What follows belongs to an exercise in optimizing a design on an open flow for small area; a production flow would make more cautious choices.
In this exercise RTL edits were held to simulation tests only and were not proved equivalent to the original.
Power and IR drop assume default switching activity.

==> flow/design.v <==
module XYCounter #(
	parameter width=4, height=10
	)(
	input clock,   
	input reset,
	input enable,  
	output reg [$clog2(width)-1:0] x,
	output reg [$clog2(height)-1:0] y
	);
always @(posedge clock) begin
	   if(~reset) begin
		x <= 0;
		y <= 0;
	   end
	   else if(enable)
	   begin
			if(x != width-1)
			x <= x + 1'b1;
			else
			if (y != height-1) begin
				y <= y + 1'b1;
				x <= {width{1'b0}};
			end
			else begin
				x <= {width{1'b0}};
				y <= {height{1'b0}};
			end
	   end		
	end
endmodule
`timescale 1ns / 1ps
module VGASyncTimer (
	input clock, 
	input reset,
	output hsync,
	output vsync,
	output activevideo,
	output [$clog2(800)-1:0] x,
	output [$clog2(525)-1:0] y
	);
	reg [1:0] clock_count;
	always @(posedge clock) begin : proc_clock_count
		if (~reset) clock_count <= 2'b00;
		else clock_count <= clock_count + 2'b01;
	end
	wire Every2ndTick;
	wire Every4thTick;
	assign Every2ndTick = (clock_count[0] == 1'b1);
	assign Every4thTick = (clock_count == 2'b11);
	XYCounter #(800, 525) xy (clock, reset, Every2ndTick, x, y);  
   assign activevideo 		= (x > (800  - 16 - 96 - 48)-1) || (y > (525 - 10 - 2 - 33)-1) ? 1'b0 : 1'b1;
   assign hsync 			= (x > (800 - 48 - 96) - 1) && (x < ((800 - 48 - 96) + 96 - 1) + 1)? 1'b0 : 1'b1;  
   assign vsync 			= (y > (525 - 33 - 2) - 1) && (y < ((525 - 33 - 2) + 2 - 1) + 1) ? 1'b0 : 1'b1;  
endmodule
`timescale 1ns / 1ps
module	delay_1s(
	output reg delay,
	input	CLOCK_50,
	input	reset
);
	reg	[25:0] count;
	always @(posedge CLOCK_50) begin
		if(~reset) begin
			count<=26'd0;
			delay<=0;
		end
		else if(count==26'd1_499) begin
			count<=26'd0;
			delay<=1;
		end
		else begin
			count<=count+1;
			delay<=0;
		end
	end
endmodule
`timescale 1ns / 1ps
module	delay_4s(
	output reg delay,
	input	CLOCK_50,
	input	reset
);
	reg	[25:0] count;
	always @(posedge CLOCK_50) begin
		if(~reset) begin
			count<=26'd0;
			delay<=0;
		end
		else if(count==26'd5_499) begin
			count<=26'd0;
			delay<=1;
		end
		else begin
			count<=count+1;
			delay<=0;
		end
	end
endmodule
`timescale 1ns / 1ps
module MOVBarra(
    input clock,
    input reset,
    input Up,
    input Down,
    output reg [9:0] y_S_Barra,
    output reg [9:0] y_I_Barra,
    input count2
    );
	reg count;
	delay_4s c1s
	(
		.CLOCK_50(clock),
		.reset(reset),
		.delay(return_barra)
	);
	always @(posedge clock) begin	
		if(~reset) begin
			y_S_Barra <= 220;
			y_I_Barra <= 260;
			count <= 0;
		end
		else if(count == 0 || count2 == 1) begin
			y_S_Barra <= 220;
			y_I_Barra <= 260;
			count <= count+1;
		end
		else if(Up == 0 && return_barra == 1) begin
			if(y_S_Barra > 28) begin
				y_S_Barra <= y_S_Barra - 10'b0000000011;
				y_I_Barra <= y_I_Barra - 10'b0000000011;
			end
			else begin
				y_S_Barra <= y_S_Barra;
				y_I_Barra <= y_I_Barra;
			end
		end
		else if(Down == 0 && return_barra == 1) begin
			if(y_I_Barra < 473) begin
				y_S_Barra <= y_S_Barra + 10'b0000000011;
				y_I_Barra <= y_I_Barra + 10'b0000000011;
			end
			else begin
				y_S_Barra <= y_S_Barra;
				y_I_Barra <= y_I_Barra;
			end
		end
		else begin
			y_S_Barra <= y_S_Barra;
			y_I_Barra <= y_I_Barra;
		end
	end
endmodule
module impact(
	input clock,
	input reset,
	input [9:0] Pos_barra_y_S,
	input [9:0] Pos_barra_y_I,
	input [9:0] Pos_bola_I_x,
	input [9:0] Pos_bola_F_x,
	input [9:0] Pos_bola_S_y,
	input [9:0] Pos_bola_I_y,
	output reg [1:0] sentido_x,
	output reg [1:0] ponto,
	output reg setor1,
	output reg setor2,
	output reg setor3,
	output reg setor4,
	output reg setor5,
	output reg setor6
);
	parameter INITIAL = 3'b001; 
	parameter DIREITA = 3'b010;
	parameter ESQUERDA = 3'b101;
	reg [2:0] state, next_state;
	reg [2:0] aux2;
	reg aux;
	always @(posedge clock)
		if (~reset) state <= INITIAL;
		else state <= next_state;
	always @(posedge clock) begin
		if (~reset) begin
			next_state <= INITIAL;
			sentido_x <= 2'b00;
			ponto <= 2'b00;
			setor1 <= 0;
			setor2 <= 0;
			setor3 <= 0;
			setor4 <= 0;
			setor5 <= 0;
			setor6 <= 0;
		end
		else
		case(state)
			INITIAL : begin
				if(Pos_bola_I_x == 33 && (Pos_barra_y_S <= ((Pos_bola_S_y + Pos_bola_I_y)/2)) && (Pos_barra_y_I >= ((Pos_bola_S_y + Pos_bola_I_y)/2))) begin
					ponto <= 2'b10;
					if((((Pos_bola_S_y + Pos_bola_I_y)/2) >= Pos_barra_y_S) && (((Pos_bola_S_y + Pos_bola_I_y)/2) <= Pos_barra_y_S+5))begin
						setor1 <= 1;
						setor2 <= 0;
						setor3 <= 0;
						setor4 <= 0;
						setor5 <= 0;
						setor6 <= 0;
					end
					else if((((Pos_bola_S_y + Pos_bola_I_y)/2) >= Pos_barra_y_S+6) && (((Pos_bola_S_y + Pos_bola_I_y)/2) <= Pos_barra_y_S+11))begin
						setor2 <= 1;
						setor1 <= 0;
						setor3 <= 0;
						setor4 <= 0;
						setor5 <= 0;
						setor6 <= 0;
					end
					else if((((Pos_bola_S_y + Pos_bola_I_y)/2) >= Pos_barra_y_S+12) && (((Pos_bola_S_y + Pos_bola_I_y)/2) <= Pos_barra_y_S+16))begin
						setor3 <= 1;
						setor1 <= 0;
						setor2 <= 0;
						setor4 <= 0;
						setor5 <= 0;
						setor6 <= 0;
					end
					else if((((Pos_bola_S_y + Pos_bola_I_y)/2) <= Pos_barra_y_I-12) && (((Pos_bola_S_y + Pos_bola_I_y)/2) >= Pos_barra_y_I-17))begin
						setor4 <= 1;
						setor1 <= 0;
						setor3 <= 0;
						setor2 <= 0;
						setor5 <= 0;
						setor6 <= 0;
					end
					else if((((Pos_bola_S_y + Pos_bola_I_y)/2) <= Pos_barra_y_I-6) && (((Pos_bola_S_y + Pos_bola_I_y)/2) >= Pos_barra_y_I-11))begin
						setor5 <= 1;
						setor1 <= 0;
						setor3 <= 0;
						setor4 <= 0;
						setor2 <= 0;
						setor6 <= 0;
					end
					else if((((Pos_bola_S_y + Pos_bola_I_y)/2) <= Pos_barra_y_I) && (((Pos_bola_S_y + Pos_bola_I_y)/2) >= Pos_barra_y_I-5))begin
						setor6 <= 1;
						setor1 <= 0;
						setor3 <= 0;
						setor4 <= 0;
						setor5 <= 0;
						setor2 <= 0;
					end
					else begin
						setor1 <= 0;
						setor2 <= 0;
						setor3 <= 0;
						setor4 <= 0;
						setor5 <= 0;
						setor6 <= 0;
					end
					next_state <= DIREITA;
				end
				else if(Pos_bola_I_x < 10 && ((((Pos_bola_S_y + Pos_bola_I_y)/2) > Pos_barra_y_I) || (((Pos_bola_S_y + Pos_bola_I_y)/2) < Pos_barra_y_S))) begin
					ponto <= 2'b01;
					next_state <= INITIAL;
				end
				else begin
					ponto <= 2'b10;
					sentido_x <= 2'b01;
					next_state <= INITIAL;
				end
			end
			DIREITA: begin
				if(Pos_bola_F_x == 634) begin
					next_state <= INITIAL;
				end
				else begin
					sentido_x <= 2'b10;
					next_state <= DIREITA;
				end
			end
		endcase
	end
endmodule
`timescale 1ns / 1ps
module MOVBola(
    input clock,
    input reset,
    input [1:0] sentido,
    output reg [9:0] x_F_Bola,
    output reg [9:0] x_I_Bola,
    output reg [9:0] y_S_Bola,
    output reg [9:0] y_I_Bola, 
    input [9:0] Pos_barra_y_I,
    input [9:0] Pos_barra_y_S,
    input [1:0] ponto,
    input setor1,
    input setor2,
    input setor3,
    input setor4,
    input setor5,
    input setor6,
    input count4
);
	reg ponto2;
	reg count;
	reg [3:0] random;
	reg [9:0] y_S_random;
    reg [9:0] y_I_random;
    reg sentido2;
    reg sentido3;
	delay_1s c1s
	(
		.CLOCK_50(clock), 
		.reset(reset),
		.delay(ret_bola)
	);
	always @(posedge clock) begin
		if (random == 4'b0001) begin
			y_S_random <= 100;
			y_I_random <= 106;
		end
		else if (random == 4'b0010) begin
			y_S_random <= 400;
			y_I_random <= 406;
		end
		else if (random == 4'b0011) begin
			y_S_random <= 270;
			y_I_random <= 276;
		end
		else if (random == 4'b0100) begin
			y_S_random <= 133;
			y_I_random <= 139;
		end
		else if (random == 4'b0101) begin
			y_S_random <= 450;
			y_I_random <= 456;
		end
		else if (random == 4'b0110) begin
			y_S_random <= 310;
			y_I_random <= 316;
		end
		else if (random == 4'b0111) begin
			y_S_random <= 210;
			y_I_random <= 216;
		end
		else if (random == 4'b1000) begin
			y_S_random <= 35;
			y_I_random <= 41;
		end
		else if (random == 4'b1001) begin
			y_S_random <= 335;
			y_I_random <= 341;
		end
		else if (random == 4'b1010) begin
			y_S_random <= 135;
			y_I_random <= 141;
		end
		else begin
			y_S_random <= 227;
			y_I_random <= 233;
		end
	end
	reg aux;
	reg aux2;
	reg aux11;
	reg aux22;
	always @(posedge clock) begin
		if(~reset) begin
			x_I_Bola <= 630;
			x_F_Bola <= 634;
			y_S_Bola <= 237;
			y_I_Bola <= 243;
			sentido2 <= 0;
			sentido3 <= 0;
			aux <= 0;
			aux2 <= 0;
			aux11 <= 0;
			aux22 <= 0;
			count <= 0;
			ponto2 <= 0;
			random <= 4'b0000;
		end
		else if(count == 0) begin
			x_I_Bola <= 630;
			x_F_Bola <= 634;
			y_S_Bola <= 237;
			y_I_Bola <= 243;
			count <= count + 1;
		end
		else if(ret_bola == 1) begin
			if (ponto == 2'b01 || ponto2 == 1 || count4 == 1) begin
				random <= random + 1'b1;
				x_I_Bola <= 630;
				x_F_Bola <= 634;
				y_S_Bola <= y_S_random;
				y_I_Bola <= y_I_random;
				sentido2 <= 0;
				sentido3 <= 0;
				ponto2 <= 0;
				aux <= 0;
				aux2 <= 0;
				aux11 <= 0;
				aux22 <= 0;
			end
			else if(y_S_Bola <= 29)begin
				aux <= 1;
				y_S_Bola <= y_S_Bola + 10'b0000000001;
				y_I_Bola <= y_I_Bola + 10'b0000000001;
				if (x_F_Bola == 636) begin
					aux2 <= 1;
				end
			end
			else if(aux == 1 &&  aux2 == 0)begin
				if (x_F_Bola == 636) begin
						aux2 <= 1;
						sentido2 <= 1;
				end
				else if(y_I_Bola >= 470) begin
						aux2 <= 1;
						sentido2 <= 0;
				end
					else begin
						if (sentido == 2'b01) begin
							if(x_I_Bola <= 10) begin
								ponto2 <= 1;
							end
							else begin
								x_I_Bola <= x_I_Bola - 10'b0000000001;
								x_F_Bola <= x_F_Bola - 10'b0000000001;
								y_S_Bola <= y_S_Bola + 10'b0000000001;
								y_I_Bola <= y_I_Bola + 10'b0000000001;
							end
						end
						else begin
							x_I_Bola <= x_I_Bola + 10'b0000000001;
							x_F_Bola <= x_F_Bola + 10'b0000000001;
							y_S_Bola <= y_S_Bola + 10'b0000000001;
							y_I_Bola <= y_I_Bola + 10'b0000000001;
						end
					end
			end
			else if(aux2 == 1)begin
				aux <= 0;
				aux2 <= 0;
			end
			else if(y_I_Bola >= 470)begin
					aux11 <= 1;
					x_I_Bola <= x_I_Bola + 10'b0000000001;
					x_F_Bola <= x_F_Bola + 10'b0000000001;
					y_S_Bola <= y_S_Bola - 10'b0000000001;
					y_I_Bola <= y_I_Bola - 10'b0000000001;
				if (x_F_Bola == 636) begin
					aux22 <= 1;
				end
			end
			else if(aux11 == 1 &&  aux22 == 0)begin
				if (x_F_Bola == 636 ) begin
					aux22 <= 1;
					sentido3 <= 1;
				end
				else if (y_S_Bola <= 29) begin
					aux22 <= 1;
					sentido3 <= 0;
				end
				else begin
					if (sentido == 2'b01) begin
							if(x_I_Bola <= 10) begin
								ponto2 <= 1;
							end
							else begin
								x_I_Bola <= x_I_Bola - 10'b0000000001;
								x_F_Bola <= x_F_Bola - 10'b0000000001;
								y_S_Bola <= y_S_Bola - 10'b0000000001;
								y_I_Bola <= y_I_Bola - 10'b0000000001;
							end
						end
						else begin
							x_I_Bola <= x_I_Bola + 10'b0000000001;
							x_F_Bola <= x_F_Bola + 10'b0000000001;
							y_S_Bola <= y_S_Bola - 10'b0000000001;
							y_I_Bola <= y_I_Bola - 10'b0000000001;
						end
				end
			end
			else if(aux22 == 1)begin
				aux11 <= 0;
				aux22 <= 0;
			end
			else if(sentido == 2'b01 && sentido2 == 1) begin
				x_I_Bola <= x_I_Bola - 10'b0000000001;
				x_F_Bola <= x_F_Bola - 10'b0000000001;
				y_S_Bola <= y_S_Bola + 10'b0000000001;
				y_I_Bola <= y_I_Bola + 10'b0000000001;
			end
			else if(sentido == 2'b01 && sentido3 == 1) begin
				x_I_Bola <= x_I_Bola - 10'b0000000001;
				x_F_Bola <= x_F_Bola - 10'b0000000001;
				y_S_Bola <= y_S_Bola - 10'b0000000001;
				y_I_Bola <= y_I_Bola - 10'b0000000001;
			end
			else if(sentido == 2'b01) begin
				x_I_Bola <= x_I_Bola - 10'b0000000001;
				x_F_Bola <= x_F_Bola - 10'b0000000001;
			end
			else begin
				if(setor1 == 1)begin
					x_I_Bola <= x_I_Bola + 10'b0000000001;
					x_F_Bola <= x_F_Bola + 10'b0000000001;
					y_S_Bola <= y_S_Bola - 10'b0000000011;
					y_I_Bola <= y_I_Bola - 10'b0000000011;
				end
				else if(setor2 == 1)begin
					x_I_Bola <= x_I_Bola + 10'b0000000001;
					x_F_Bola <= x_F_Bola + 10'b0000000001;
					y_S_Bola <= y_S_Bola - 10'b0000000010;
					y_I_Bola <= y_I_Bola - 10'b0000000010;
				end
				else if(setor3 == 1)begin
					x_I_Bola <= x_I_Bola + 10'b0000000001;
					x_F_Bola <= x_F_Bola + 10'b0000000001;
					y_S_Bola <= y_S_Bola - 10'b0000000001;
					y_I_Bola <= y_I_Bola - 10'b0000000001;
				end
				else if(setor4 == 1)begin
					x_I_Bola <= x_I_Bola + 10'b0000000001;
					x_F_Bola <= x_F_Bola + 10'b0000000001;
					y_S_Bola <= y_S_Bola + 10'b0000000001;
					y_I_Bola <= y_I_Bola + 10'b0000000001;
				end
				else if(setor5 == 1)begin
					x_I_Bola <= x_I_Bola + 10'b0000000001;
					x_F_Bola <= x_F_Bola + 10'b0000000001;
					y_S_Bola <= y_S_Bola + 10'b0000000010;
					y_I_Bola <= y_I_Bola + 10'b0000000010;
				end
				else if(setor6 == 1)begin
					x_I_Bola <= x_I_Bola + 10'b0000000001;
					x_F_Bola <= x_F_Bola + 10'b0000000001;
					y_S_Bola <= y_S_Bola + 10'b0000000011;
					y_I_Bola <= y_I_Bola + 10'b0000000011;
				end
				else begin
					x_I_Bola <= x_I_Bola + 10'b0000000001;
					x_F_Bola <= x_F_Bola + 10'b0000000001;
				end
			end
		end
		else begin
			x_I_Bola <= x_I_Bola;
			x_F_Bola <= x_F_Bola;
		end
	end
endmodule
`timescale 1ns / 1ps
module pong(
    input clock,
    output reg [3:0] red,
    output reg [3:0] green,
    output reg [3:0] blue,
    output hsync, vsync, avideo,
    input switch,
    input reset,
    input pushUp,
    input pushDown
  );
   wire [$clog2(800)-1:0] x;
   wire [$clog2(525)-1:0] y;
   wire [9:0] y_I_Barra;
   wire [9:0] y_S_Barra;
   wire [9:0] x_I_Bola;
   wire [9:0] x_F_Bola;
   wire [9:0] y_S_Bola;
   wire [9:0] y_I_Bola;
   wire activevideo;
   wire sentido;
   reg aux_reset;
   reg aux_reset1;
  assign avideo = activevideo;
  MOVBarra myMov
  (
    clock, 
    reset, 
    pushUp, 
    pushDown, 
    y_S_Barra, 
    y_I_Barra,
    aux_reset
  );
  impact impact
  (
    .clock(clock),
    .reset(reset),
    .Pos_barra_y_S(y_S_Barra),
    .Pos_barra_y_I(y_I_Barra),
    .Pos_bola_I_x(x_I_Bola),
    .Pos_bola_F_x(x_F_Bola),
    .Pos_bola_S_y(y_S_Bola),
    .Pos_bola_I_y(y_I_Bola),
    .sentido_x(sentido),
    .ponto(ponto),
    .setor1(setor1),
    .setor2(setor2),
    .setor3(setor3),
    .setor4(setor4),
    .setor5(setor5),
    .setor6(setor6)
  );
  MOVBola myMovBola
  (
    clock, 
    reset,
    sentido,
    x_F_Bola, 
    x_I_Bola,
    y_S_Bola,
    y_I_Bola,
    Pos_barra_y_S,
    Pos_barra_y_I,
    ponto, 
    setor1,
    setor2,
    setor3,
    setor4,
    setor5,
    setor6,
    aux_reset
  );
  VGASyncTimer myVGATimer
  (
    clock, 
    reset,
    hsync, 
    vsync, 
    activevideo, 
    x, 
    y
  );
  always @(posedge clock) begin
    if (switch == 0) begin
      aux_reset <= 0;
      aux_reset1 <= 0;
      red[3:0] <= (activevideo == 1) ? (  
                                        ((x>=200 && x<=204) && (y>=80 && y<=135)) || ((y>=80 && y<=84) && (x>=204 && x<=232)) || ((y>=80 && y<=109) && (x>=232 && x<=236)) || ((y>=105 && y<=109) && (x>=204 && x<=232)) ||
                                        ((x>=256 && x<=260) && (y>=80 && y<=135)) || ((y>=80 && y<=84) && (x>=260 && x<=288)) || ((y>=80 && y<=135) && (x>=288 && x<=292)) || ((y>=131 && y<=135) && (x>=260 && x<=288)) ||
                                        ((x>=308 && x<=312) && (y>=80 && y<=135)) || ((y>=80 && y<=135) && (x>=340 && x<=344))|| ((y>=80 && y<=84) && (x>=312 && x<=316)) || ((y>=84 && y<=88) && (x>=316 && x<=320))  || ((y>=88 && y<=92) && (x>=320 && x<=324)) || ((y>=92 && y<=96) && (x>=324 && x<=328)) || ((y>=96 && y<=100) && (x>=328 && x<=332)) || ((y>=100 && y<=104) && (x>=332 && x<=336)) || ((y>=104 && y<=108) && (x>=336 && x<=340)) ||
                                        ((x>=364 && x<=368) && (y>=80 && y<=135)) || ((y>=80 && y<=84) && (x>=368 && x<=394)) || ((y>=106 && y<=135) && (x>=392 && x<=396)) || ((y>=131 && y<=135) && (x>=368 && x<=394)) || ((y>=106 && y<=110) && (x>=380 && x<=394)) ||
                                        ((x>=30 && x<=33) && (y>=210 && y<=250)) || ((x>=100 && x<=104) && (y>=210 && y<=216)) || ((x>=200 && x<=204) && (y>=310 && y<=316)) || ((x>=300 && x<=304) && (y>=250 && y<=256)) ||
                                        ((x>=318 && x<=322) && (y>=420 && y<=450)) || ((y>=446 && y<=450) && (x>=322 && x<=342)) || ((x>=342 && x<=346) && (y>=420 && y<=450)) || ((y>=430 && y<=433) && (x>=327 && x<=337)) || ((x>=331 && x<=333) && (y>=410 && y<=433)) || ((x>=310 && x<=311) && (y>=410 && y<=423)) || ((x>=307 && x<=311) && (y>=444 && y<=450))
      ? 4'b1111 : 4'b0000) : (4'b0);
      blue[3:0] <= (activevideo == 1) ? (((x>=394 && x<=398) && (y>=150 && y<=180)) || ((y>=150 && y<=154) && (x>=398 && x<=413)) || ((y>=160 && y<=164) && (x>=398 && x<=413)) ||
                                        ((x>=423 && x<=427) && (y>=150 && y<=180)) || ((y>=150 && y<=154) && (x>=427 && x<=442)) ||  ((x>=438 && x<=442) && (y>=150 && y<=164)) || ((y>=165 && y<=169) && (x>=427 && x<=442)) ||                                               
                                        ((x>=452 && x<=456) && (y>=150 && y<=180)) || ((y>=150 && y<=154) && (x>=456 && x<=471)) ||  ((x>=467 && x<=471) && (y>=170 && y<=180)) || ((y>=166 && y<=170) && (x>=465 && x<=471)) || ((y>=176 && y<=180) && (x>=456 && x<=471)) ||
                                        ((x>=481 && x<=485) && (y>=150 && y<=180)) || ((y>=150 && y<=154) && (x>=485 && x<=500)) ||  ((x>=496 && x<=500) && (y>=150 && y<=180)) || ((y>=165 && y<=169) && (x>=485 && x<=500)) ||
                                        ((x>=30 && x<=33) && (y>=210 && y<=250)) || ((x>=100 && x<=104) && (y>=210 && y<=216)) || ((x>=200 && x<=204) && (y>=310 && y<=316)) || ((x>=300 && x<=304) && (y>=250 && y<=256)) ||
                                        ((x>=318 && x<=322) && (y>=420 && y<=450)) || ((y>=446 && y<=450) && (x>=322 && x<=342)) || ((x>=342 && x<=346) && (y>=420 && y<=450)) || ((y>=430 && y<=433) && (x>=327 && x<=337)) || ((x>=331 && x<=333) && (y>=410 && y<=433)) || ((x>=310 && x<=311) && (y>=410 && y<=423)) || ((x>=307 && x<=311) && (y>=444 && y<=450))
       ? 4'b1111 : 4'b0000) : (4'b0);
      green[3:0] <= (activevideo == 1) ?  (
                                          ((x>=30 && x<=33) && (y>=210 && y<=250)) || ((x>=100 && x<=104) && (y>=210 && y<=216)) || ((x>=200 && x<=204) && (y>=310 && y<=316)) || ((x>=300 && x<=304) && (y>=250 && y<=256)) ||
                                          ((x>=318 && x<=322) && (y>=420 && y<=450)) || ((y>=446 && y<=450) && (x>=322 && x<=342)) || ((x>=342 && x<=346) && (y>=420 && y<=450)) || ((y>=430 && y<=433) && (x>=327 && x<=337)) || ((x>=331 && x<=333) && (y>=410 && y<=433)) || ((x>=310 && x<=311) && (y>=410 && y<=423)) || ((x>=307 && x<=311) && (y>=444 && y<=450))
     ? 4'b1111 : 4'b0000) : (4'b0);
    end
    else begin
      if (aux_reset == 0 && aux_reset1 == 0)
        aux_reset <= 1;
      if(aux_reset == 1 && aux_reset1 == 0) begin
        aux_reset1 <= 1;
        aux_reset <= 0;
      end
      red[3:0] <= (activevideo == 1) ?  (
                                        ((y>=4 && y<=20) && (x>=15 && x<=16)) || ((y>=4 && y<=5) && (x>=17 && x<=21)) || ((y>=4 && y<=8) && (x>=21 && x<=22)) || ((y>=9 && y<=10) && (x>=17 && x<=22)) ||
                                        ((x>=318 && x<=322) && (y>=0 && y<=25)) ||
                                        ((y>=25 && y<=28) || y>=476 || (x>=636 && y>=25)) || ((x>=30 && x<=33) && (y>=y_S_Barra && y<=y_I_Barra)) || ( (x>=x_I_Bola && x<=x_F_Bola) && (y>=y_S_Bola && y<=y_I_Bola)) ? 4'b1111 : 4'b0000) : (4'b0);
      blue[3:0] <= (activevideo == 1) ? (
                                        ((x>=318 && x<=322) && (y>=0 && y<=25)) ||
                                        ((y>=25 && y<=28) || y>=476 || (x>=636 && y>=25)) || ((x>=30 && x<=33) && (y>=y_S_Barra && y<=y_I_Barra)) || ((x>=x_I_Bola && x<=x_F_Bola) && (y>=y_S_Bola && y<=y_I_Bola)) ? 4'b1111 : 4'b0000) : (4'b0);
      green[3:0] <= (activevideo == 1) ?  (
                                          ((x>=318 && x<=322) && (y>=0 && y<=25)) ||
                                          ((y>=4 && y<=20) && (x>=336 && x<=337)) || ((y>=4 && y<=5) && (x>=337 && x<=347)) || ((y>=19 && y<=20) && (x>=337 && x<=347)) ||
                                          ((y>=25 && y<=28) || y>=476 || (x>=636 && y>=25)) || ((x>=30 && x<=33) && (y>=y_S_Barra && y<=y_I_Barra)) || ((x>=x_I_Bola && x<=x_F_Bola) && (y>=y_S_Bola && y<=y_I_Bola)) ? 4'b1111 : 4'b0000) : (4'b0);
    end
    if (~reset) begin
      aux_reset <= 0;
      aux_reset1 <= 0;
    end
  end
endmodule
==> flow/run.sh <==
#!/bin/bash
# synth_recipe.tcl (not shown) runs the flow's synth.tcl, then flattens the netlist and writes it again
# the make line also repeats each setting of config.mk as NAME=value (left out here)
make -C /OpenROAD-flow-scripts/flow DESIGN_CONFIG=/design/flow/config.mk WORK_HOME=/design/flow/orfs CLKGATE_MAP_FILE= SYNTH_SCRIPT=/design/flow/synth_recipe.tcl finish
==> flow/config.mk <==
export PLATFORM = sky130hd
export DESIGN_NAME = pong
export DESIGN_NICKNAME = pong
export VERILOG_FILES = /design/flow/design.v
export SDC_FILE = /design/flow/constraint.sdc
export NUM_CORES = 4
export LEC_CHECK = 0
export CAP_MARGIN = 20
export CORE_MARGIN = 2
export CORE_UTILIZATION = 40
export SLEW_MARGIN = 20
==> flow/constraint.sdc <==
create_clock -name core_clock -period 10.0 [get_ports {clock}]
set_input_delay 2.0000 -clock core_clock [delete_from_list [all_inputs] [get_ports {clock}]]
set_output_delay 2.0000 -clock core_clock [all_outputs]
set_load 0.01 [all_outputs]
==> run summary <==
* Final period util at 0.534
* Worst-path clk slew at 0.08 ns
* Layout cells sized above 1 at 0.0444
* Cells after Synth at 2,793
* # IOs at 20
* Routed vias at 21.4k
* Resized cells post-CTS at 0
* Ys flop type: dfxtp_1
* Root Driver: clkbuf_16
* CP startpoint: myMovBola.y_I_Bola[1]$_SDFFE_PN1P_
* Reg area at 3560 sq um
* Max capacitance violation total at 0
* Seq/Total Area, Yosys at 0.174
* #FFs+latches synth at approximately 180
* Final Cell Area at 21,800 sq um
* Area of the multi-input gates at 15,700 sq um
* Final Hold Vio Count at 0
* GRT Util Overall at 0.261
* Cts hold-fix bufs at 0
* Pin slew with the least headroom to its limit at 1.03 ns
* Worst vdd ir at roughly 130 uV
* Initial antenna violation count at 0
* Min-delay src: impact.next_state[0]$_SDFFE_PN1P_
* Minimum clock period after layout at 5.34 ns
* Distinct cells, synth at 94
* First-pass GRT wire length at about 110,000 um
* Worst skew pair latency at slightly below 0.5 ns
* Syn_area_per_cell at roughly 7.3 sq um
* Hold Crit Class: flip-flop to flip-flop
* Status: finished clean
* Final Max Slew Viols at 0
* Setup TNS at 0 ns
* Final hold slack at between 0.4 and 0.5 ns
* Buffers on Ports at 19
* Largest net degree at the start of global routing at 47
* Critical Path Source Type: flip-flop
* Synth Cell Area at 20,500 sq um
* CP max stage cell: dfxtp_1
* Vias/cell at 6.29
* Final-layout fill cell count at between 5k and 6k
* CTS tree: built
* Height of the die at 230 um
* Diode count at 0
* Area grow syn2layout at 6.58%
* Cell leakage power at 9.02 nW
* Remaining antenna violation count at 0
* Post-synthesis async set-or-reset flop share at 0
* CP peak stage delay at 0.66 ns
* Die area at 53,000 sq um
* Dpl hpwl at 50,400 um
* Placed Area at roughly 21,000 sq um
* Worst Path Class, Setup: flip-flop to flip-flop
* Routed wire length per instance at 20.6 um
* Post-Syn Nets at 3,060
* Vias in the first global route at 20.3k
* Unrepaired setup endpoints after global routing: no
* Initial core utilization at 0.407
* CP required at 10.43 ns
* Crit end category: flip-flop
* Critical Path AT at a little under 6 ns
* Die X-Extent at 230 um
* DP Worst Slack at ~4.6 ns
* PwrDens at approximately 70 nW/um^2
* Commonest non-fill, non-tap cell in the layout: nor2_1
* Buffer count from post-CTS setup fixing at 0
* Remaining DRCs at 0
* Routed wire length at 70,000 um
* Row count at 82
* Minimum setup slack among reg-to-reg paths at 4.66 ns
* RR Startpoint: myMovBola.y_I_Bola[1]$_SDFFE_PN1P_
* Post-route worst setup slack at 4.66 ns
* Most frequent cells in the layout: nor2_1, ha_1, nand2_1
* Final setup vio count at 0
* Max Root-Sink Buffers at 2
* Clock tree sinks at about 180
* Crit-path max FO at 13
* EDFF count, synth at 0
* Total iterations of the first detailed-routing run at 8
* H-tree levels at 4
* Core Region at between 50,000 and 60,000 sq um
* Congestion Overflow GR at 0
* TritonCTS Buffers at 17
* Nets at 2,977
* Routability Congestion at 0.983
* Clk_skew at 0.0134 ns
* Initial drt markers at 2,211
* Relative slew slack at 0.310
* Fmax at 187 MHz
* Yosys Warn Count at 25
* CP cell instances: ha_1 -> a31o_2 -> a21oi_1 -> o21bai_1 -> a21oi_1 -> o21ba_2 -> nor2_1 -> o41ai_1 -> xnor2_1 -> buf_4 -> ha_1 -> and3_1 -> a221oi_1 -> o211ai_1 -> a22oi_1 -> nand4_1 -> nor3_1 -> and3b_1 -> a32o_1
## metrics by stage
| step | utilization | instances | power [W] |
|---|---|---|---|
| after floorplan | - | 2793 | 0.000793 |
| final | 0.433 | 3395 | 0.00157 |
| after CTS | 0.433 | 3395 | 0.00159 |
| after global routing | 0.433 | 3395 | 0.00162 |
| after detailed placement | 0.421 | 3363 | 0.000824 |
| after global placement | 0.421 | 3363 | 0.000823 |
## power breakdown
group / total (W) / internal (W) / leakage [nW] / switching, W
clock: 0.000757 / 0.000405 / 0.305 / 0.000352
sequential: 0.000720 / 0.000713 / 1.44 / 0.00000681
combinational: 0.0000899 / 0.0000286 / 7.28 / 0.0000613
## cell families (layout without fill, tap and decap cells)
| kind of cell | count (synthesis) | in the layout | share of synthesized area |
|---|---|---|---|
| buf+inv | 304 | 234 | 0.0603 |
| simple gates | 1008 | 1008 | 0.245 |
| xor+xnor | 214 | 214 | 0.0915 |
| mux | 16 | 16 | 0.00782 |
| fa+ha+maj | 262 | 262 | 0.161 |
| compound gates | 811 | 811 | 0.260 |
| flops | 178 | 178 | 0.174 |
## sequential cells by signal (all words and copies together), names as in the netlist, 2 cells and up
| signal | count |
|---|---|
| myMov.c1s.count | 26 |
| myMov.y_I_Barra | 10 |
| myMovBola.x_I_Bola | 10 |
| myMov.y_S_Barra | 10 |
| myMovBola.y_S_Bola | 10 |
| myMovBola.y_S_random | 9 |
| myMovBola.random | 4 |
| myVGATimer.xy.y | 10 |
| impact.next_state | 2 |
| impact.state | 2 |
| myMovBola.x_F_Bola | 10 |
| myMovBola.y_I_Bola | 10 |
| myMovBola.c1s.count | 26 |
| myMovBola.y_I_random | 4 |
| myVGATimer.xy.x | 10 |
## layer usage
layer  part of all wire  vias to the layer above  GRT usage
met3              0.079                      187     0.0430
met5                  0                        -          0
met4              0.039                        0      0.113
li1                   -                    10100          -
met2               0.44                     1017      0.414
met1               0.44                    10100      0.347
## cells in the mapped netlist (all sizes together), types with 16 or more instances
cell       n  area [sq um]
buf       52           290
o211ai    34           255
inv      123           462
a21oi    194           975
o21ai    188           945
nand2b    32           200
and2      29           181
dfxtp    178          3560
nor2     269          1010
a21o      41           308
o22ai     24           150
xor2      57           499
o21a      19           144
nor4      28           175
nor2b     39           244
or3       29           181
nand3     99           495
nor3      86           435
a211oi    31           243
nand2    230           863
and3      37           231
xnor2    157          1380
a221oi    18           158
a2111oi   17           150
clkbuf   120           450
nand4     49           307
mux2i     16           160
ha       259          3240
a31oi     45           282
o31ai     20           150
## critical path, delay by kind of cell (launching register included)
kind / cells / cell delay (ns)
AO/OA/AOI/OAI: 10 / 2.33
AND/OR/NAND/NOR: 5 / 1.24
flip-flops: 1 / 0.66
adder cells (fa/ha/maj): 2 / 0.60
buffers and inverters: 1 / 0.25
XOR/XNOR: 1 / 0.19
## final cells by class
cell class / instances / area share
multi-input cells: 2311 / 0.720
clock buffers: 17 / 0.0195
flip-flops and latches: 178 / 0.163
repair buffers: 70 / 0.0260
inverters: 132 / 0.0227
clock inverters: 15 / 0.00986
well taps: 672 / 0.0385
## final timing paths
path	endpoint	depth (start not counted)
worst max-delay path	impact.setor5$_SDFFE_PN0P_	19
worst min-delay path	impact.state[0]$_SDFF_PN1_	2
worst max register to register	impact.setor5$_SDFFE_PN0P_	19
worst min register to register	impact.state[0]$_SDFF_PN1_	2

==> re-timing with driven ports <==
No port has a modelled driver above. Below, the same layout with a new extraction and two added sets of constraints.
Step 1 (the two cells are an assumption about what drives the block):
set clk [get_ports {clock}]
set_driving_cell -lib_cell sky130_fd_sc_hd__clkbuf_16 $clk
set_driving_cell -lib_cell sky130_fd_sc_hd__buf_2 [delete_from_list [all_inputs] $clk]
Step 2 adds t to the input delays and takes it off the output delays; t is the mean of the earliest and latest rising clock arrival at the registers after step 1. Input paths then give back, and output paths get back, about the clock's delay inside the block.
Slacks: ideal / step 1 / step 2; pairs: ideal / step 1.
shift t [ns]: 0.546
slack for setup (ns): 4.660 / 4.660 / 4.540
worst setup path after step 2: input to register
After both steps this run still meets setup and hold. For this run, drivers alone change the setup slack by 0.000 ns; drivers and shift together by -0.120 ns.
